Context: an optimization exercise on an open-source flow, tuned for small area. The choices shown serve that exercise and are no tape-out recipe.
The RTL was checked by simulation tests, not by an equivalence proof against the original design.
Power and IR drop assume default switching activity.

==> run a: inputs <==
Design my_chip, start of the top module:
module my_chip (
    input logic [11:0] io_in,  
    output logic [11:0] io_out,  
    input logic clock,
    input logic reset  
);
    function automatic logic [4:0] inc5(input logic [4:0] x, input logic cin);
        logic c;
        c = cin;
        for (int b = 0; b < 5; b++) begin
            inc5[b] = x[b] ^ c;
            c = x[b] & c;
        end
    endfunction
    logic [11:0] in_s;
    logic rst;
    genvar g;
    generate
        for (g = 0; g < 12; g = g + 1) begin : sync
            Synchronizer s(.async(io_in[g]), .clock(clock), .sync(in_s[g]));
        end
    endgenerate
    Synchronizer sync_rst(.async(reset), .clock(clock), .sync(rst));
    wire [7:0] din   = in_s[7:0];
    wire       enter = in_s[8];
    wire       sw    = in_s[9];
    wire [1:0] opin  = in_s[11:10];
    logic en_d, pe_d, sw_d;
    wire pe = enter & ~en_d;
    wire ps = sw & ~sw_d;
    always_ff @(posedge clock) begin
        en_d <= enter;
        pe_d <= pe;
        sw_d <= sw;
    end
    logic ph;
    always_ff @(posedge clock)
        if (rst) ph <= 1'b0;
        else     ph <= ~ph;
    logic [4:0] pc;
    logic [1:0] op;
    always_ff @(posedge clock)
        if (rst) pc <= 5'd0;
        else pc <= inc5(pc, pe_d & ~pc[4] | pc[4] & ~pc[1]);
    always_ff @(posedge clock)
        if (pe_d & (pc == 5'd15)) op <= opin;
    wire       full = pc[4];
    wire [2:0] wring = pc[3] ? {1'b1, pc[1], pc[0]} : {1'b0, pc[2], pc[1]};
  ...
Settings: LEC_CHECK=0, CAP_MARGIN=20, CORE_MARGIN=2, CORE_UTILIZATION=65, PLACE_DENSITY=0.75, SLEW_MARGIN=20; clock period 10.0 ns.
standard.sh (not shown) runs the stock make flow with config.mk's settings and CLKGATE_MAP_FILE= SYNTH_SCRIPT=/design/flow/synth_recipe.tcl, a recipe that flattens the netlist after the stock synthesis.
==> flow/flow/run.sh <==
#!/bin/bash
# Standard ORFS layout, with two changes: CTS adds no dummy loads, and the
# port buffers are the smallest buffer (buf_1). Full output in flow_make.log.
set -euo pipefail
export CTS_ARGS="-sink_clustering_enable -repair_clock_nets -dont_use_dummy_load -buf_list sky130_fd_sc_hd__clkbuf_8"
export BUFFER_PORTS_ARGS="-buffer_cell sky130_fd_sc_hd__buf_1"
bash standard.sh finish > flow_make.log 2>&1
==> run b (differences from run a) <==
--- a/flow/design.v
+++ b/flow/design.v
@@ -17,38 +17,38 @@
     endfunction
     function automatic logic [1:0] ha(input logic a, b);
         ha = {a & b, a ^ b};
     endfunction
     logic d_s1, d_c1, d_s2, d_c2, d_s3, d_c3, d_s4, d_c4, d_s5, d_c5, d_s6, d_c6, d_s7, d_c7, d_s8, d_c8, d_s9, d_c9, d_s10, d_c10, d_s11, d_c11, d_s12, d_c12, d_s13, d_c13, d_s14, d_c14, d_s15, d_c15, d_s16, d_c16, d_s17, d_c17, d_s18, d_c18, d_s19, d_c19, d_s20, d_c20, d_s21, d_c21, d_s22, d_c22, d_s23, d_c23, d_s24, d_c24, d_s25, d_c25, d_s26, d_c26, d_s27, d_c27, d_s28, d_c28;
-    assign {d_c1, d_s1} = ha(pp0[0], pp1[0]);
-    assign {d_c2, d_s2} = fa(pp0[1], pp0[4], pp1[1]);
-    assign {d_c3, d_s3} = fa(pp1[4], d_c1, d_s2);
-    assign {d_c4, d_s4} = fa(pp0[2], pp0[5], pp0[8]);
-    assign {d_c5, d_s5} = fa(pp1[2], pp1[5], pp1[8]);
-    assign {d_c6, d_s6} = fa(d_c2, d_c3, d_s4);
-    assign {d_c7, d_s7} = ha(d_s5, d_s6);
-    assign {d_c8, d_s8} = fa(pp0[3], pp0[6], pp0[9]);
-    assign {d_c9, d_s9} = fa(pp0[12], pp1[3], pp1[6]);
-    assign {d_c10, d_s10} = fa(pp1[9], pp1[12], d_c4);
-    assign {d_c11, d_s11} = fa(d_c5, d_c6, d_c7);
-    assign {d_c12, d_s12} = fa(d_s8, d_s9, d_s10);
-    assign {d_c13, d_s13} = ha(d_s11, d_s12);
-    assign {d_c14, d_s14} = fa(pp0[7], pp0[10], pp0[13]);
-    assign {d_c15, d_s15} = fa(pp1[7], pp1[10], pp1[13]);
-    assign {d_c16, d_s16} = fa(d_c8, d_c9, d_c10);
-    assign {d_c17, d_s17} = fa(d_c11, d_c12, d_c13);
-    assign {d_c18, d_s18} = fa(d_s14, d_s15, d_s16);
-    assign {d_c19, d_s19} = ha(d_s17, d_s18);
-    assign {d_c20, d_s20} = fa(pp0[11], pp0[14], pp1[11]);
-    assign {d_c21, d_s21} = fa(pp1[14], d_c14, d_c15);
-    assign {d_c22, d_s22} = fa(d_c16, d_c17, d_c18);
-    assign {d_c23, d_s23} = fa(d_c19, d_s20, d_s21);
-    assign {d_c24, d_s24} = ha(d_s22, d_s23);
-    assign {d_c25, d_s25} = fa(pp0[15], pp1[15], d_c20);
-    assign {d_c26, d_s26} = fa(d_c21, d_c22, d_c23);
-    assign {d_c27, d_s27} = fa(d_c24, d_s25, d_s26);
-    assign {d_c28, d_s28} = fa(d_c25, d_c26, d_c27);
+    HalfAdd d_h1(.a(pp0[0]), .b(pp1[0]), .co(d_c1), .s(d_s1));
+    FullAdd d_f2(.a(pp0[1]), .b(pp0[4]), .c(pp1[1]), .co(d_c2), .s(d_s2));
+    FullAdd d_f3(.a(pp1[4]), .b(d_c1), .c(d_s2), .co(d_c3), .s(d_s3));
+    FullAdd d_f4(.a(pp0[2]), .b(pp0[5]), .c(pp0[8]), .co(d_c4), .s(d_s4));
+    FullAdd d_f5(.a(pp1[2]), .b(pp1[5]), .c(pp1[8]), .co(d_c5), .s(d_s5));
+    FullAdd d_f6(.a(d_c2), .b(d_c3), .c(d_s4), .co(d_c6), .s(d_s6));
+    HalfAdd d_h7(.a(d_s5), .b(d_s6), .co(d_c7), .s(d_s7));
+    FullAdd d_f8(.a(pp0[3]), .b(pp0[6]), .c(pp0[9]), .co(d_c8), .s(d_s8));
+    FullAdd d_f9(.a(pp0[12]), .b(pp1[3]), .c(pp1[6]), .co(d_c9), .s(d_s9));
+    FullAdd d_f10(.a(pp1[9]), .b(pp1[12]), .c(d_c4), .co(d_c10), .s(d_s10));
+    FullAdd d_f11(.a(d_c5), .b(d_c6), .c(d_c7), .co(d_c11), .s(d_s11));
+    FullAdd d_f12(.a(d_s8), .b(d_s9), .c(d_s10), .co(d_c12), .s(d_s12));
+    HalfAdd d_h13(.a(d_s11), .b(d_s12), .co(d_c13), .s(d_s13));
+    FullAdd d_f14(.a(pp0[7]), .b(pp0[10]), .c(pp0[13]), .co(d_c14), .s(d_s14));
+    FullAdd d_f15(.a(pp1[7]), .b(pp1[10]), .c(pp1[13]), .co(d_c15), .s(d_s15));
+    FullAdd d_f16(.a(d_c8), .b(d_c9), .c(d_c10), .co(d_c16), .s(d_s16));
+    FullAdd d_f17(.a(d_c11), .b(d_c12), .c(d_c13), .co(d_c17), .s(d_s17));
+    FullAdd d_f18(.a(d_s14), .b(d_s15), .c(d_s16), .co(d_c18), .s(d_s18));
+    HalfAdd d_h19(.a(d_s17), .b(d_s18), .co(d_c19), .s(d_s19));
+    FullAdd d_f20(.a(pp0[11]), .b(pp0[14]), .c(pp1[11]), .co(d_c20), .s(d_s20));
+    FullAdd d_f21(.a(pp1[14]), .b(d_c14), .c(d_c15), .co(d_c21), .s(d_s21));
+    FullAdd d_f22(.a(d_c16), .b(d_c17), .c(d_c18), .co(d_c22), .s(d_s22));
+    FullAdd d_f23(.a(d_c19), .b(d_s20), .c(d_s21), .co(d_c23), .s(d_s23));
+    HalfAdd d_h24(.a(d_s22), .b(d_s23), .co(d_c24), .s(d_s24));
+    FullAdd d_f25(.a(pp0[15]), .b(pp1[15]), .c(d_c20), .co(d_c25), .s(d_s25));
+    FullAdd d_f26(.a(d_c21), .b(d_c22), .c(d_c23), .co(d_c26), .s(d_s26));
+    FullAdd d_f27(.a(d_c24), .b(d_s25), .c(d_s26), .co(d_c27), .s(d_s27));
+    FullAdd d_f28(.a(d_c25), .b(d_c26), .c(d_c27), .co(d_c28), .s(d_s28));
     assign s = {d_c28, d_s28, d_s27, d_s24, d_s19, d_s13, d_s7, d_s3, d_s1};
 endmodule : DotTree
 module SumAdd (input logic [8:0] s, sp, input logic cin,
                output logic [9:0] c);
     function automatic logic [1:0] fa(input logic a, b, c);
@@ -56,21 +56,29 @@
     endfunction
     function automatic logic [1:0] ha(input logic a, b);
         ha = {a & b, a ^ b};
     endfunction
     logic e_s1, e_c1, e_s2, e_c2, e_s3, e_c3, e_s4, e_c4, e_s5, e_c5, e_s6, e_c6, e_s7, e_c7, e_s8, e_c8, e_s9, e_c9;
-    assign {e_c1, e_s1} = fa(cin, s[0], sp[0]);
-    assign {e_c2, e_s2} = fa(s[1], sp[1], e_c1);
-    assign {e_c3, e_s3} = fa(s[2], sp[2], e_c2);
-    assign {e_c4, e_s4} = fa(s[3], sp[3], e_c3);
-    assign {e_c5, e_s5} = fa(s[4], sp[4], e_c4);
-    assign {e_c6, e_s6} = fa(s[5], sp[5], e_c5);
-    assign {e_c7, e_s7} = fa(s[6], sp[6], e_c6);
-    assign {e_c8, e_s8} = fa(s[7], sp[7], e_c7);
-    assign {e_c9, e_s9} = fa(s[8], sp[8], e_c8);
+    FullAdd e_f1(.a(cin), .b(s[0]), .c(sp[0]), .co(e_c1), .s(e_s1));
+    FullAdd e_f2(.a(s[1]), .b(sp[1]), .c(e_c1), .co(e_c2), .s(e_s2));
+    FullAdd e_f3(.a(s[2]), .b(sp[2]), .c(e_c2), .co(e_c3), .s(e_s3));
+    FullAdd e_f4(.a(s[3]), .b(sp[3]), .c(e_c3), .co(e_c4), .s(e_s4));
+    FullAdd e_f5(.a(s[4]), .b(sp[4]), .c(e_c4), .co(e_c5), .s(e_s5));
+    FullAdd e_f6(.a(s[5]), .b(sp[5]), .c(e_c5), .co(e_c6), .s(e_s6));
+    FullAdd e_f7(.a(s[6]), .b(sp[6]), .c(e_c6), .co(e_c7), .s(e_s7));
+    FullAdd e_f8(.a(s[7]), .b(sp[7]), .c(e_c7), .co(e_c8), .s(e_s8));
+    FullAdd e_f9(.a(s[8]), .b(sp[8]), .c(e_c8), .co(e_c9), .s(e_s9));
     assign c = {e_c9, e_s9, e_s8, e_s7, e_s6, e_s5, e_s4, e_s3, e_s2, e_s1};
 endmodule : SumAdd
+module FullAdd (input logic a, b, c, output logic co, s);
+    assign co = (a & b) | (a & c) | (b & c);
+    assign s = a ^ b ^ c;
+endmodule : FullAdd
+module HalfAdd (input logic a, b, output logic co, s);
+    assign co = a & b;
+    assign s = a ^ b;
+endmodule : HalfAdd
 `default_nettype none
 module my_chip (
     input logic [11:0] io_in,  
     output logic [11:0] io_out,  
     input logic clock,
@@ -156,15 +164,17 @@
     wire mul = ~op[1];
     wire sub = op[1] & op[0];
     wire [3:0] aval = (ph == j[1]) ? (j[0] ? X1 : X0) : 4'd0;
     wire [3:0] bval = (ph == i[1]) ? ((i[0] ? Y1 : Y0) ^ {4{sub}}) : 4'd0;
     logic [15:0] pp0, pp1;    
+    wire [3:0] Y0g = {Y0[3:1] & {3{mul}}, Y0[0]};
+    wire [3:0] X1g = {X1[3:1] & {3{mul}}, X1[0]};
     always_comb
         for (int a = 0; a < 4; a++)
             for (int b = 0; b < 4; b++) begin
-                pp0[4*a+b] = mul & X0[a] & Y0[b];
-                pp1[4*a+b] = mul & X1[a] & Y1[b];
+                pp0[4*a+b] = X0[a] & Y0g[b];
+                pp1[4*a+b] = X1g[a] & Y1[b];
                 if (b == 0) pp0[4*a+b] = mul ? X0[a] & Y0[b] : aval[a];
                 if (a == 0) pp1[4*a+b] = mul ? X1[a] & Y1[b] : bval[b];
             end
     logic [8:0] S, Sp;
     DotTree dot(.pp0(pp0), .pp1(pp1), .s(S));
==> flow/flow/run.sh (replaced) <==
#!/bin/bash
# Standard ORFS layout, with two changes: CTS adds no dummy loads, and the
# port buffers are the smallest buffer (buf_1). Full output in flow_make.log.
set -euo pipefail
export CTS_ARGS="-sink_clustering_enable -sink_buffer_max_cap_derate 0.5 -repair_clock_nets -dont_use_dummy_load -buf_list sky130_fd_sc_hd__clkbuf_8"
export BUFFER_PORTS_ARGS="-buffer_cell sky130_fd_sc_hd__buf_1"
bash standard.sh finish > flow_make.log 2>&1
CORE_UTILIZATION = 40   (was 65)
CTS_BUF_LIST = sky130_fd_sc_hd__clkbuf_8   (was unset)
PLACE_DENSITY = unset   (was 0.75)
==> run c (differences from run a) <==
==> flow/run.sh (new file) <==
#!/bin/bash
# synth_recipe.tcl (not shown) runs the flow's synth.tcl, then flattens the netlist and writes it again
# the make line also repeats each setting of config.mk as NAME=value (left out here)
make -C /OpenROAD-flow-scripts/flow DESIGN_CONFIG=/design/flow/config.mk WORK_HOME=/design/flow/orfs CLKGATE_MAP_FILE= SYNTH_SCRIPT=/design/flow/synth_recipe.tcl finish
CORE_UTILIZATION = 40   (was 65)
CTS_BUF_LIST = sky130_fd_sc_hd__clkbuf_8   (was unset)
PLACE_DENSITY = unset   (was 0.75)
removed: flow/flow/run.sh
removed: flow/standard.sh
==> qor summary <==
| metric | run c | run b | run a |
|---|---|---|---|
| Amount of wire on met2 after detailed routing | 6.10 mm | 5.80 mm | 5.74 mm |
| Register share of the cell area | 49.0% | 51.8% | 52.0% |
| Highest cell delay on the worst timing path | 0.71 ns | 0.65 ns | 0.71 ns |
| Number of instances in the placed design | 730 | 719 | 646 |
| Switching part of the total power | 23.7% | 22.1% | 21.7% |
| Worst Clk Skew | 0.0249 ns | 0.0420 ns | 0.0263 ns |
| Period utilisation layout | 90.4% | 92.1% | 90.7% |
| Result of the run | complete, no violations | complete, no violations | complete, no violations |
| Total standard cell area after synthesis | 6800 µm² | 6770 µm² | 6800 µm² |
| Clock buffers | 18 | 17 | 17 |
| Reg power frac | 56.4% | 64.1% | 64.5% |
| Routed via count | 3575 | 3491 | 3557 |
| Layout net count | 588 | 577 | 588 |

==> port drivers added, routing unchanged <==
In the flow no input, the clock included, has a driving cell. The finished layouts below were timed again as built, in two steps.
Step 1: set_driving_cell puts a clkbuf_16 on clock and a buf_2 on each other input, an assumption about the parent block.
Step 2 moves the port delays by t, midway between the first and last clock arrival at a register: inputs arrive t later, outputs are due t later. That takes back most of the time a late clock gives input paths.
Slacks: ideal / step 1 / step 2; pairs: ideal / step 1.
| run | t, ns | slack for setup (ns) | worst register clock-pin slew, ns |
|---|---|---|---|
| run a | 0.464 | 0.931 / 0.931 / 0.931 | 0.09 / 0.09 |
| run b | 0.463 | 0.786 / 0.786 / 0.786 | 0.10 / 0.10 |
| run c | 0.508 | 0.964 / 0.964 / 0.964 | 0.11 / 0.11 |
After both steps every run listed still meets setup and hold.
